Source: an optimization exercise on an open RTL-to-GDS flow (aim: small area). Production flows keep margins and buffers that such runs may drop.

==> inputs of trial 97 <==
// DotProduct
module DotProduct(
   input clk,
   input GlobalReset,
   input [18:0] A_0,
   input [18:0] A_1,
   input [18:0] A_2,
   input [18:0] A_3,
   input [18:0] A_4,
   input [18:0] A_5,
   input [18:0] A_6,
   input [18:0] A_7,
   input [18:0] A_8,
   input [18:0] A_9,
   input [9:0] B_0,
   input [9:0] B_1,
   input [9:0] B_2,
   input [9:0] B_3,
   input [9:0] B_4,
   input [9:0] B_5,
   input [9:0] B_6,
   input [9:0] B_7,
   input [9:0] B_8,
   input [9:0] B_9,
   output [25:0] value);
export LEC_CHECK = 0
export CAP_MARGIN = 5
export CORE_MARGIN = 2
export CORE_UTILIZATION = 40
export CTS_BUF_LIST = sky130_fd_sc_hd__clkbuf_4 sky130_fd_sc_hd__clkbuf_8
export PLACE_DENSITY = 0.6
export SLEW_MARGIN = 5
create_clock -name core_clock -period 6.0 [get_ports {clk}]
standard.sh (not shown) runs the stock make flow with config.mk's settings and CLKGATE_MAP_FILE= SYNTH_SCRIPT=/design/flow/synth_recipe.tcl, a recipe that flattens the netlist after the stock synthesis.
==> flow/flow/run.sh <==
#!/bin/bash
# Standard ORFS flow (the standard.sh) with these changes:
#  - synthesis maps logic with ABC's area mapper (flow/abc.script) instead of
#    ORFS's delay-oriented script; everything else in synthesis is unchanged
#    (synth_recipe.tcl and ORFS's synth.tcl, with only the abc call edited);
#  - Yosys synth runs without its own early abc pass (SYNTH_ARGS=-noabc), so
#    the full adders written in the RTL reach extract_fa unchanged;
#  - timing-driven global placement does not keep the resizer changes it
#    makes while placing (GPL_KEEP_OVERFLOW=0);
#  - the port buffers are made from the smallest buffer cell.
# ORFS writes each step's own log under orfs/logs/; make's output goes to
# make_finish.log.
set -euo pipefail
HERE=$PWD
sed "s#^  log_cmd abc {\*}\$abc_args\$#  log_cmd abc {*}[lreplace \$abc_args 1 1 $HERE/flow/abc.script]#" \
  "$FLOW_HOME/scripts/synth.tcl" > synth_custom.tcl
grep -q "flow/abc.script" synth_custom.tcl
sed "s#\$::env(SCRIPTS_DIR)/synth.tcl#$HERE/synth_custom.tcl#" synth_recipe.tcl > synth_recipe_custom.tcl
grep -q "synth_custom.tcl" synth_recipe_custom.tcl
bash standard.sh SYNTH_SCRIPT=$HERE/synth_recipe_custom.tcl \
  SYNTH_ARGS=-noabc GPL_KEEP_OVERFLOW=0 BUFFER_PORTS_ARGS="-buffer_cell sky130_fd_sc_hd__buf_1" ${FLOW_EXTRA:-} finish > make_finish.log 2>&1
==> flow/flow/abc.script <==
strash; &get -n; &st; &dch; &nf -R 1000; &put; topo; stime -c
==> inputs of trial 98, as changes to trial 97 <==
--- a/flow/design.v
+++ b/flow/design.v
@@ -21,65 +21,67 @@
    input [9:0] B_7,
    input [9:0] B_8,
    input [9:0] B_9,
    output [25:0] value);
    reg  [4:0] ph;
    always @(posedge clk)
       if (GlobalReset) ph <= 5'd0;
       else             ph <= ph + 5'd1;
-   reg  [9:0] selr;
-   always @(posedge clk)
-      if (GlobalReset) selr <= 10'd1;
-      else             selr <= {selr[8:0], ph == 5'd31};
-   wire [9:0] sel = selr;
-   wire active = |selr;
-   wire first  = selr[0];
+   wire [9:0] sel;
+   genvar gi;
+   generate for (gi = 0; gi < 10; gi = gi + 1) begin : g_sel
+      assign sel[gi] = (ph == gi);
+   end endgenerate
+   wire active = (ph < 5'd10);
+   wire first  = (ph == 5'd0);
    wire [18:0] a = ({19{sel[0]}} & A_0) | ({19{sel[1]}} & A_1) | ({19{sel[2]}} & A_2)
                  | ({19{sel[3]}} & A_3) | ({19{sel[4]}} & A_4) | ({19{sel[5]}} & A_5)
                  | ({19{sel[6]}} & A_6) | ({19{sel[7]}} & A_7) | ({19{sel[8]}} & A_8)
                  | ({19{sel[9]}} & A_9);
    wire [9:0]  b = ({10{sel[0]}} & B_0) | ({10{sel[1]}} & B_1) | ({10{sel[2]}} & B_2)
                  | ({10{sel[3]}} & B_3) | ({10{sel[4]}} & B_4) | ({10{sel[5]}} & B_5)
                  | ({10{sel[6]}} & B_6) | ({10{sel[7]}} & B_7) | ({10{sel[8]}} & B_8)
                  | ({10{sel[9]}} & B_9);
    reg  [25:0] acc;
    reg  [10:0] cf;
    reg  [25:0] value_r;
    assign value = value_r;
-   wire [25:0] accf = first ? 26'd24117248 : acc;
-   wire [10:0] cff = cf & {11{~first}};
+   wire activem = active;
+   wire firstm  = first;
+   wire [25:0] accf = firstm ? 26'd24117248 : acc;
+   wire [10:0] cff = cf & {11{~firstm}};
    wire [19:0] ax = {a[18], a};
    wire [20:0] ax2 = {a[18], a, 1'b0};
    wire [10:0] bx = {b, 1'b0};
    wire one0 = bx[1] ^ bx[0];
    wire two0 = (bx[2] & ~bx[1] & ~bx[0]) | (~bx[2] & bx[1] & bx[0]);
    wire neg0 = bx[2];
    wire [19:0] x0 = ({20{one0}} & ax | {20{two0}} & ax2[19:0]) ^ {20{neg0}};
-   wire ns0 = active & ~x0[19];
+   wire ns0 = activem & ~x0[19];
    wire one1 = bx[3] ^ bx[2];
    wire two1 = (bx[4] & ~bx[3] & ~bx[2]) | (~bx[4] & bx[3] & bx[2]);
    wire neg1 = bx[4];
    wire [19:0] x1 = ({20{one1}} & ax | {20{two1}} & ax2[19:0]) ^ {20{neg1}};
-   wire ns1 = active & ~x1[19];
+   wire ns1 = activem & ~x1[19];
    wire one2 = bx[5] ^ bx[4];
    wire two2 = (bx[6] & ~bx[5] & ~bx[4]) | (~bx[6] & bx[5] & bx[4]);
    wire neg2 = bx[6];
    wire [19:0] x2 = ({20{one2}} & ax | {20{two2}} & ax2[19:0]) ^ {20{neg2}};
-   wire ns2 = active & ~x2[19];
+   wire ns2 = activem & ~x2[19];
    wire one3 = bx[7] ^ bx[6];
    wire two3 = (bx[8] & ~bx[7] & ~bx[6]) | (~bx[8] & bx[7] & bx[6]);
    wire neg3 = bx[8];
    wire [19:0] x3 = ({20{one3}} & ax | {20{two3}} & ax2[19:0]) ^ {20{neg3}};
-   wire ns3 = active & ~x3[19];
+   wire ns3 = activem & ~x3[19];
    wire one4 = bx[9] ^ bx[8];
    wire two4 = (bx[10] & ~bx[9] & ~bx[8]) | (~bx[10] & bx[9] & bx[8]);
    wire neg4 = bx[10];
    wire [19:0] x4 = ({20{one4}} & ax | {20{two4}} & ax2[19:0]) ^ {20{neg4}};
-   wire ns4 = active & ~x4[19];
+   wire ns4 = activem & ~x4[19];
   wire fs_0_0, fc_0_0;
   assign fs_0_0 = accf[0] ^ neg0 ^ x0[0];
   assign fc_0_0 = (accf[0] & neg0) | (accf[0] & x0[0]) | (neg0 & x0[0]);
   wire fs_1_1, fc_1_1;
   assign fs_1_1 = accf[1] ^ x0[1] ^ fc_0_0;
   assign fc_1_1 = (accf[1] & x0[1]) | (accf[1] & fc_0_0) | (x0[1] & fc_0_0);
   wire fs_2_2, fc_2_2;
   assign fs_2_2 = accf[2] ^ neg1 ^ x0[2];
@@ -125,21 +127,21 @@
   assign fc_6_15 = (fc_5_10 & fs_6_14) | (fc_5_10 & fc_5_11) | (fs_6_14 & fc_5_11);
   wire fs_7_16, fc_7_16;
   assign fs_7_16 = accf[7] ^ x0[7] ^ x1[5];
   assign fc_7_16 = (accf[7] & x0[7]) | (accf[7] & x1[5]) | (x0[7] & x1[5]);
   wire fs_7_17, fc_7_17;
   assign fs_7_17 = x2[3] ^ x3[1] ^ fc_6_12;
   assign fc_7_17 = (x2[3] & x3[1]) | (x2[3] & fc_6_12) | (x3[1] & fc_6_12);
   wire fs_7_18, fc_7_18;
-  assign fs_7_18 = fc_6_13 ^ fs_7_16 ^ fc_6_14;
-  assign fc_7_18 = (fc_6_13 & fs_7_16) | (fc_6_13 & fc_6_14) | (fs_7_16 & fc_6_14);
+  assign fs_7_18 = fc_6_13 ^ fs_7_16 ^ fs_7_17;
+  assign fc_7_18 = (fc_6_13 & fs_7_16) | (fc_6_13 & fs_7_17) | (fs_7_16 & fs_7_17);
   wire fs_7_19, fc_7_19;
-  assign fs_7_19 = fs_7_17 ^ fs_7_18 ^ fc_6_15;
-  assign fc_7_19 = (fs_7_17 & fs_7_18) | (fs_7_17 & fc_6_15) | (fs_7_18 & fc_6_15);
+  assign fs_7_19 = fc_6_14 ^ fs_7_18 ^ fc_6_15;
+  assign fc_7_19 = (fc_6_14 & fs_7_18) | (fc_6_14 & fc_6_15) | (fs_7_18 & fc_6_15);
   wire fs_8_20, fc_8_20;
   assign fs_8_20 = accf[8] ^ cff[1] ^ neg4;
   assign fc_8_20 = (accf[8] & cff[1]) | (accf[8] & neg4) | (cff[1] & neg4);
   wire fs_8_21, fc_8_21;
   assign fs_8_21 = x0[8] ^ x1[6] ^ x2[4];
   assign fc_8_21 = (x0[8] & x1[6]) | (x0[8] & x2[4]) | (x1[6] & x2[4]);
   wire fs_8_22, fc_8_22;
   assign fs_8_22 = x3[2] ^ x4[0] ^ fs_8_20;
@@ -173,18 +175,18 @@
   assign fc_10_31 = (x1[8] & x2[6]) | (x1[8] & x3[4]) | (x2[6] & x3[4]);
   wire fs_10_32, fc_10_32;
   assign fs_10_32 = x4[2] ^ fc_9_25 ^ fc_9_26;
   assign fc_10_32 = (x4[2] & fc_9_25) | (x4[2] & fc_9_26) | (fc_9_25 & fc_9_26);
   wire fs_10_33, fc_10_33;
   assign fs_10_33 = fs_10_30 ^ fs_10_31 ^ fc_9_27;
   assign fc_10_33 = (fs_10_30 & fs_10_31) | (fs_10_30 & fc_9_27) | (fs_10_31 & fc_9_27);
   wire fs_10_34, fc_10_34;
-  assign fs_10_34 = fs_10_32 ^ fs_10_33 ^ fc_9_28;
-  assign fc_10_34 = (fs_10_32 & fs_10_33) | (fs_10_32 & fc_9_28) | (fs_10_33 & fc_9_28);
+  assign fs_10_34 = fs_10_32 ^ fc_9_28 ^ fs_10_33;
+  assign fc_10_34 = (fs_10_32 & fc_9_28) | (fs_10_32 & fs_10_33) | (fc_9_28 & fs_10_33);
   wire fs_11_35, fc_11_35;
   assign fs_11_35 = accf[11] ^ x0[11] ^ x1[9];
   assign fc_11_35 = (accf[11] & x0[11]) | (accf[11] & x1[9]) | (x0[11] & x1[9]);
   wire fs_11_36, fc_11_36;
   assign fs_11_36 = x2[7] ^ x3[5] ^ x4[3];
   assign fc_11_36 = (x2[7] & x3[5]) | (x2[7] & x4[3]) | (x3[5] & x4[3]);
   wire fs_11_37, fc_11_37;
   assign fs_11_37 = fc_10_30 ^ fc_10_31 ^ fs_11_35;
@@ -200,21 +202,21 @@
   assign fc_12_40 = (accf[12] & cff[3]) | (accf[12] & x0[12]) | (cff[3] & x0[12]);
   wire fs_12_41, fc_12_41;
   assign fs_12_41 = x1[10] ^ x2[8] ^ x3[6];
   assign fc_12_41 = (x1[10] & x2[8]) | (x1[10] & x3[6]) | (x2[8] & x3[6]);
   wire fs_12_42, fc_12_42;
   assign fs_12_42 = x4[4] ^ fc_11_35 ^ fc_11_36;
   assign fc_12_42 = (x4[4] & fc_11_35) | (x4[4] & fc_11_36) | (fc_11_35 & fc_11_36);
   wire fs_12_43, fc_12_43;
-  assign fs_12_43 = fs_12_40 ^ fs_12_41 ^ fc_11_37;
-  assign fc_12_43 = (fs_12_40 & fs_12_41) | (fs_12_40 & fc_11_37) | (fs_12_41 & fc_11_37);
+  assign fs_12_43 = fs_12_40 ^ fs_12_41 ^ fs_12_42;
+  assign fc_12_43 = (fs_12_40 & fs_12_41) | (fs_12_40 & fs_12_42) | (fs_12_41 & fs_12_42);
   wire fs_12_44, fc_12_44;
-  assign fs_12_44 = fs_12_42 ^ fc_11_38 ^ fs_12_43;
-  assign fc_12_44 = (fs_12_42 & fc_11_38) | (fs_12_42 & fs_12_43) | (fc_11_38 & fs_12_43);
+  assign fs_12_44 = fc_11_37 ^ fs_12_43 ^ fc_11_38;
+  assign fc_12_44 = (fc_11_37 & fs_12_43) | (fc_11_37 & fc_11_38) | (fs_12_43 & fc_11_38);
   wire fs_13_45, fc_13_45;
   assign fs_13_45 = accf[13] ^ x0[13] ^ x1[11];
   assign fc_13_45 = (accf[13] & x0[13]) | (accf[13] & x1[11]) | (x0[13] & x1[11]);
   wire fs_13_46, fc_13_46;
   assign fs_13_46 = x2[9] ^ x3[7] ^ x4[5];
   assign fc_13_46 = (x2[9] & x3[7]) | (x2[9] & x4[5]) | (x3[7] & x4[5]);
   wire fs_13_47, fc_13_47;
   assign fs_13_47 = fc_12_40 ^ fc_12_41 ^ fs_13_45;
@@ -230,21 +232,21 @@
   assign fc_14_50 = (accf[14] & cff[4]) | (accf[14] & x0[14]) | (cff[4] & x0[14]);
   wire fs_14_51, fc_14_51;
   assign fs_14_51 = x1[12] ^ x2[10] ^ x3[8];
   assign fc_14_51 = (x1[12] & x2[10]) | (x1[12] & x3[8]) | (x2[10] & x3[8]);
   wire fs_14_52, fc_14_52;
   assign fs_14_52 = x4[6] ^ fc_13_45 ^ fc_13_46;
   assign fc_14_52 = (x4[6] & fc_13_45) | (x4[6] & fc_13_46) | (fc_13_45 & fc_13_46);
   wire fs_14_53, fc_14_53;
-  assign fs_14_53 = fs_14_50 ^ fs_14_51 ^ fc_13_47;
-  assign fc_14_53 = (fs_14_50 & fs_14_51) | (fs_14_50 & fc_13_47) | (fs_14_51 & fc_13_47);
+  assign fs_14_53 = fs_14_50 ^ fs_14_51 ^ fs_14_52;
+  assign fc_14_53 = (fs_14_50 & fs_14_51) | (fs_14_50 & fs_14_52) | (fs_14_51 & fs_14_52);
   wire fs_14_54, fc_14_54;
-  assign fs_14_54 = fs_14_52 ^ fc_13_48 ^ fs_14_53;
-  assign fc_14_54 = (fs_14_52 & fc_13_48) | (fs_14_52 & fs_14_53) | (fc_13_48 & fs_14_53);
+  assign fs_14_54 = fc_13_47 ^ fs_14_53 ^ fc_13_48;
+  assign fc_14_54 = (fc_13_47 & fs_14_53) | (fc_13_47 & fc_13_48) | (fs_14_53 & fc_13_48);
   wire fs_15_55, fc_15_55;
   assign fs_15_55 = accf[15] ^ x0[15] ^ x1[13];
   assign fc_15_55 = (accf[15] & x0[15]) | (accf[15] & x1[13]) | (x0[15] & x1[13]);
   wire fs_15_56, fc_15_56;
   assign fs_15_56 = x2[11] ^ x3[9] ^ x4[7];
   assign fc_15_56 = (x2[11] & x3[9]) | (x2[11] & x4[7]) | (x3[9] & x4[7]);
   wire fs_15_57, fc_15_57;
   assign fs_15_57 = fc_14_50 ^ fc_14_51 ^ fs_15_55;
@@ -260,21 +262,21 @@
   assign fc_16_60 = (accf[16] & cff[5]) | (accf[16] & x0[16]) | (cff[5] & x0[16]);
   wire fs_16_61, fc_16_61;
   assign fs_16_61 = x1[14] ^ x2[12] ^ x3[10];
   assign fc_16_61 = (x1[14] & x2[12]) | (x1[14] & x3[10]) | (x2[12] & x3[10]);
   wire fs_16_62, fc_16_62;
   assign fs_16_62 = x4[8] ^ fc_15_55 ^ fc_15_56;
   assign fc_16_62 = (x4[8] & fc_15_55) | (x4[8] & fc_15_56) | (fc_15_55 & fc_15_56);
   wire fs_16_63, fc_16_63;
-  assign fs_16_63 = fs_16_60 ^ fs_16_61 ^ fc_15_57;
-  assign fc_16_63 = (fs_16_60 & fs_16_61) | (fs_16_60 & fc_15_57) | (fs_16_61 & fc_15_57);
+  assign fs_16_63 = fs_16_60 ^ fs_16_61 ^ fs_16_62;
+  assign fc_16_63 = (fs_16_60 & fs_16_61) | (fs_16_60 & fs_16_62) | (fs_16_61 & fs_16_62);
   wire fs_16_64, fc_16_64;
-  assign fs_16_64 = fs_16_62 ^ fc_15_58 ^ fs_16_63;
-  assign fc_16_64 = (fs_16_62 & fc_15_58) | (fs_16_62 & fs_16_63) | (fc_15_58 & fs_16_63);
+  assign fs_16_64 = fc_15_57 ^ fs_16_63 ^ fc_15_58;
+  assign fc_16_64 = (fc_15_57 & fs_16_63) | (fc_15_57 & fc_15_58) | (fs_16_63 & fc_15_58);
   wire fs_17_65, fc_17_65;
   assign fs_17_65 = accf[17] ^ x0[17] ^ x1[15];
   assign fc_17_65 = (accf[17] & x0[17]) | (accf[17] & x1[15]) | (x0[17] & x1[15]);
   wire fs_17_66, fc_17_66;
   assign fs_17_66 = x2[13] ^ x3[11] ^ x4[9];
   assign fc_17_66 = (x2[13] & x3[11]) | (x2[13] & x4[9]) | (x3[11] & x4[9]);
   wire fs_17_67, fc_17_67;
   assign fs_17_67 = fc_16_60 ^ fc_16_61 ^ fs_17_65;
@@ -290,21 +292,21 @@
   assign fc_18_70 = (accf[18] & cff[6]) | (accf[18] & x0[18]) | (cff[6] & x0[18]);
   wire fs_18_71, fc_18_71;
   assign fs_18_71 = x1[16] ^ x2[14] ^ x3[12];
   assign fc_18_71 = (x1[16] & x2[14]) | (x1[16] & x3[12]) | (x2[14] & x3[12]);
   wire fs_18_72, fc_18_72;
   assign fs_18_72 = x4[10] ^ fc_17_65 ^ fc_17_66;
   assign fc_18_72 = (x4[10] & fc_17_65) | (x4[10] & fc_17_66) | (fc_17_65 & fc_17_66);
   wire fs_18_73, fc_18_73;
-  assign fs_18_73 = fs_18_70 ^ fs_18_71 ^ fc_17_67;
-  assign fc_18_73 = (fs_18_70 & fs_18_71) | (fs_18_70 & fc_17_67) | (fs_18_71 & fc_17_67);
+  assign fs_18_73 = fs_18_70 ^ fs_18_71 ^ fs_18_72;
+  assign fc_18_73 = (fs_18_70 & fs_18_71) | (fs_18_70 & fs_18_72) | (fs_18_71 & fs_18_72);
   wire fs_18_74, fc_18_74;
-  assign fs_18_74 = fs_18_72 ^ fc_17_68 ^ fs_18_73;
-  assign fc_18_74 = (fs_18_72 & fc_17_68) | (fs_18_72 & fs_18_73) | (fc_17_68 & fs_18_73);
+  assign fs_18_74 = fc_17_67 ^ fs_18_73 ^ fc_17_68;
+  assign fc_18_74 = (fc_17_67 & fs_18_73) | (fc_17_67 & fc_17_68) | (fs_18_73 & fc_17_68);
   wire fs_19_75, fc_19_75;
   assign fs_19_75 = accf[19] ^ ns0 ^ x1[17];
   assign fc_19_75 = (accf[19] & ns0) | (accf[19] & x1[17]) | (ns0 & x1[17]);
   wire fs_19_76, fc_19_76;
   assign fs_19_76 = x2[15] ^ x3[13] ^ x4[11];
   assign fc_19_76 = (x2[15] & x3[13]) | (x2[15] & x4[11]) | (x3[13] & x4[11]);
   wire fs_19_77, fc_19_77;
   assign fs_19_77 = fc_18_70 ^ fc_18_71 ^ fs_19_75;
@@ -332,21 +334,21 @@
   assign hc_20_0 = fc_19_78 & fs_20_83;
   wire fs_21_84, fc_21_84;
   assign fs_21_84 = accf[21] ^ ns1 ^ x2[17];
   assign fc_21_84 = (accf[21] & ns1) | (accf[21] & x2[17]) | (ns1 & x2[17]);
   wire fs_21_85, fc_21_85;
   assign fs_21_85 = x3[15] ^ x4[13] ^ fc_20_80;
   assign fc_21_85 = (x3[15] & x4[13]) | (x3[15] & fc_20_80) | (x4[13] & fc_20_80);
   wire fs_21_86, fc_21_86;
-  assign fs_21_86 = fc_20_81 ^ fs_21_84 ^ fc_20_82;
-  assign fc_21_86 = (fc_20_81 & fs_21_84) | (fc_20_81 & fc_20_82) | (fs_21_84 & fc_20_82);
+  assign fs_21_86 = fc_20_81 ^ fs_21_84 ^ fs_21_85;
+  assign fc_21_86 = (fc_20_81 & fs_21_84) | (fc_20_81 & fs_21_85) | (fs_21_84 & fs_21_85);
   wire fs_21_87, fc_21_87;
-  assign fs_21_87 = fs_21_85 ^ fc_20_83 ^ fs_21_86;
-  assign fc_21_87 = (fs_21_85 & fc_20_83) | (fs_21_85 & fs_21_86) | (fc_20_83 & fs_21_86);
+  assign fs_21_87 = fc_20_82 ^ fs_21_86 ^ fc_20_83;
+  assign fc_21_87 = (fc_20_82 & fs_21_86) | (fc_20_82 & fc_20_83) | (fs_21_86 & fc_20_83);
   wire hs_21_1, hc_21_1;
   assign hs_21_1 = hc_20_0 ^ fs_21_87;
   assign hc_21_1 = hc_20_0 & fs_21_87;
   wire fs_22_88, fc_22_88;
   assign fs_22_88 = accf[22] ^ cff[8] ^ x2[18];
   assign fc_22_88 = (accf[22] & cff[8]) | (accf[22] & x2[18]) | (cff[8] & x2[18]);
   wire fs_22_89, fc_22_89;
   assign fs_22_89 = x3[16] ^ x4[14] ^ fc_21_84;
@@ -371,18 +373,18 @@
   assign hc_23_2 = fc_22_90 & fs_23_94;
   wire fs_24_95, fc_24_95;
   assign fs_24_95 = accf[24] ^ x3[18] ^ x4[16];
   assign fc_24_95 = (accf[24] & x3[18]) | (accf[24] & x4[16]) | (x3[18] & x4[16]);
   wire fs_24_96, fc_24_96;
   assign fs_24_96 = fc_23_92 ^ fs_24_95 ^ fc_23_93;
   assign fc_24_96 = (fc_23_92 & fs_24_95) | (fc_23_92 & fc_23_93) | (fs_24_95 & fc_23_93);
   wire fs_24_97, fc_24_97;
-  assign fs_24_97 = fs_24_96 ^ fc_23_94 ^ hc_23_2;
-  assign fc_24_97 = (fs_24_96 & fc_23_94) | (fs_24_96 & hc_23_2) | (fc_23_94 & hc_23_2);
+  assign fs_24_97 = fc_23_94 ^ fs_24_96 ^ hc_23_2;
+  assign fc_24_97 = (fc_23_94 & fs_24_96) | (fc_23_94 & hc_23_2) | (fs_24_96 & hc_23_2);
   wire xs_25_3;
   assign xs_25_3 = accf[25] ^ cff[10];
   wire xs_25_4;
   assign xs_25_4 = xs_25_3 ^ ns3;
   wire xs_25_5;
   assign xs_25_5 = x4[17] ^ xs_25_4;
   wire xs_25_6;
   assign xs_25_6 = xs_25_5 ^ fc_24_95;
==> flow/flow/run.sh (replaced) <==
#!/bin/bash
# Standard ORFS flow (the standard.sh) with these changes:
#  - synthesis maps logic with ABC's area mapper (flow/abc.script) instead of
#    ORFS's delay-oriented script; everything else in synthesis is unchanged
#    (synth_recipe.tcl and ORFS's synth.tcl, with only the abc call edited);
#  - Yosys synth runs without its own early abc pass (SYNTH_ARGS=-noabc), so
#    the full adders written in the RTL reach extract_fa unchanged;
#  - timing-driven global placement does not keep the resizer changes it
#    makes while placing (GPL_KEEP_OVERFLOW=0);
#  - after global routing, cells on paths with positive slack are downsized
#    (RECOVER_POWER=100);
#  - clock tree synthesis adds no dummy loads (CTS_ARGS: ORFS's own
#    arguments plus -dont_use_dummy_load);
#  - the port buffers are made from the smallest buffer cell.
# ORFS writes each step's own log under orfs/logs/; make's output goes to
# make_finish.log.
set -euo pipefail
HERE=$PWD
sed "s#^  log_cmd abc {\*}\$abc_args\$#  log_cmd abc {*}[lreplace \$abc_args 1 1 $HERE/flow/abc.script]#" \
  "$FLOW_HOME/scripts/synth.tcl" > synth_custom.tcl
grep -q "flow/abc.script" synth_custom.tcl
sed "s#\$::env(SCRIPTS_DIR)/synth.tcl#$HERE/synth_custom.tcl#" synth_recipe.tcl > synth_recipe_custom.tcl
grep -q "synth_custom.tcl" synth_recipe_custom.tcl
bash standard.sh SYNTH_SCRIPT=$HERE/synth_recipe_custom.tcl \
  SYNTH_ARGS=-noabc GPL_KEEP_OVERFLOW=0 RECOVER_POWER=100 \
  CTS_ARGS="-sink_clustering_enable -repair_clock_nets -buf_list {sky130_fd_sc_hd__clkbuf_4 sky130_fd_sc_hd__clkbuf_8} -dont_use_dummy_load" \
  BUFFER_PORTS_ARGS="-buffer_cell sky130_fd_sc_hd__buf_1" ${FLOW_EXTRA:-} finish > make_finish.log 2>&1
==> results.tsv <==
metric	value	unit
status	no timing/DRC/antenna violations	
cts_resized	5	
start_util	41.2	%
design.seq.count	78	
clkCellAreaFrac	2.11	%
multi_input_area_share	60.5	%
seq_area_share	20.0	%
clk_latency	0.39	ns
place_area	8950	um^2
slowest_stage	and3_1	
core	17400	um^2
routed_wl	28.7	mm
die_w	138	um
(the above is from trial 97)
==> results.tsv <==
metric	value	unit
core	17200	um^2
cap_violations	1	
violations	capacitance limit, slew limit	
final-max-slew-violation-count	27	
slowest_stage	nor3_4	
clkCellAreaFrac	1.31	%
start_kind	register	
routed_wl	29.2	mm
reg2reg_from	ph[0]	
design.seq.count	68	
cts_resized	6	
via_count	7563	
yosys.area_share.adder	29.6	%
status	complete, but fails checks	
start_util	40.7	%
clk_latency	0.37	ns
die_w	136	um
(the above is from trial 98)
No functional check of the RTL was part of any run of this note.

## static timing again, ports no longer ideal
Ports are ideal in the flow. The routed layouts listed here were re-timed in OpenROAD.
Step 1 (the two cells are an assumption about what drives the block):
set clk [get_ports {clk}]
set_driving_cell -lib_cell sky130_fd_sc_hd__clkbuf_16 $clk
set_driving_cell -lib_cell sky130_fd_sc_hd__buf_2 [delete_from_list [all_inputs] $clk]
Step 2 times the ports against the registers' clock, not the clock port: input delays grow and output delays shrink by t, the midpoint of the rising clock arrivals with the driver on.
Three values: no drivers, after step 1, after step 2; two values: the first two.
| run | t (ns) | slack for setup (ns) | worst setup path after step 2 | worst register clock-pin slew, ns | pins driven straight from the clock port |
|---|---|---|---|---|---|
| trial 97 | 0.413 | 0.227 / 0.238 / -0.175 | input to register | 0.09 / 0.09 | 1 |
| trial 98 | 0.398 | 0.175 / 0.175 / 0.175 | register to register | 0.08 / 0.08 | 1 |
With both steps, setup timing fails in trial 97, where it was met with ideal ports. For trial 97, which loses most, drivers alone change the setup slack by +0.011 ns; drivers and shift together by -0.402 ns.
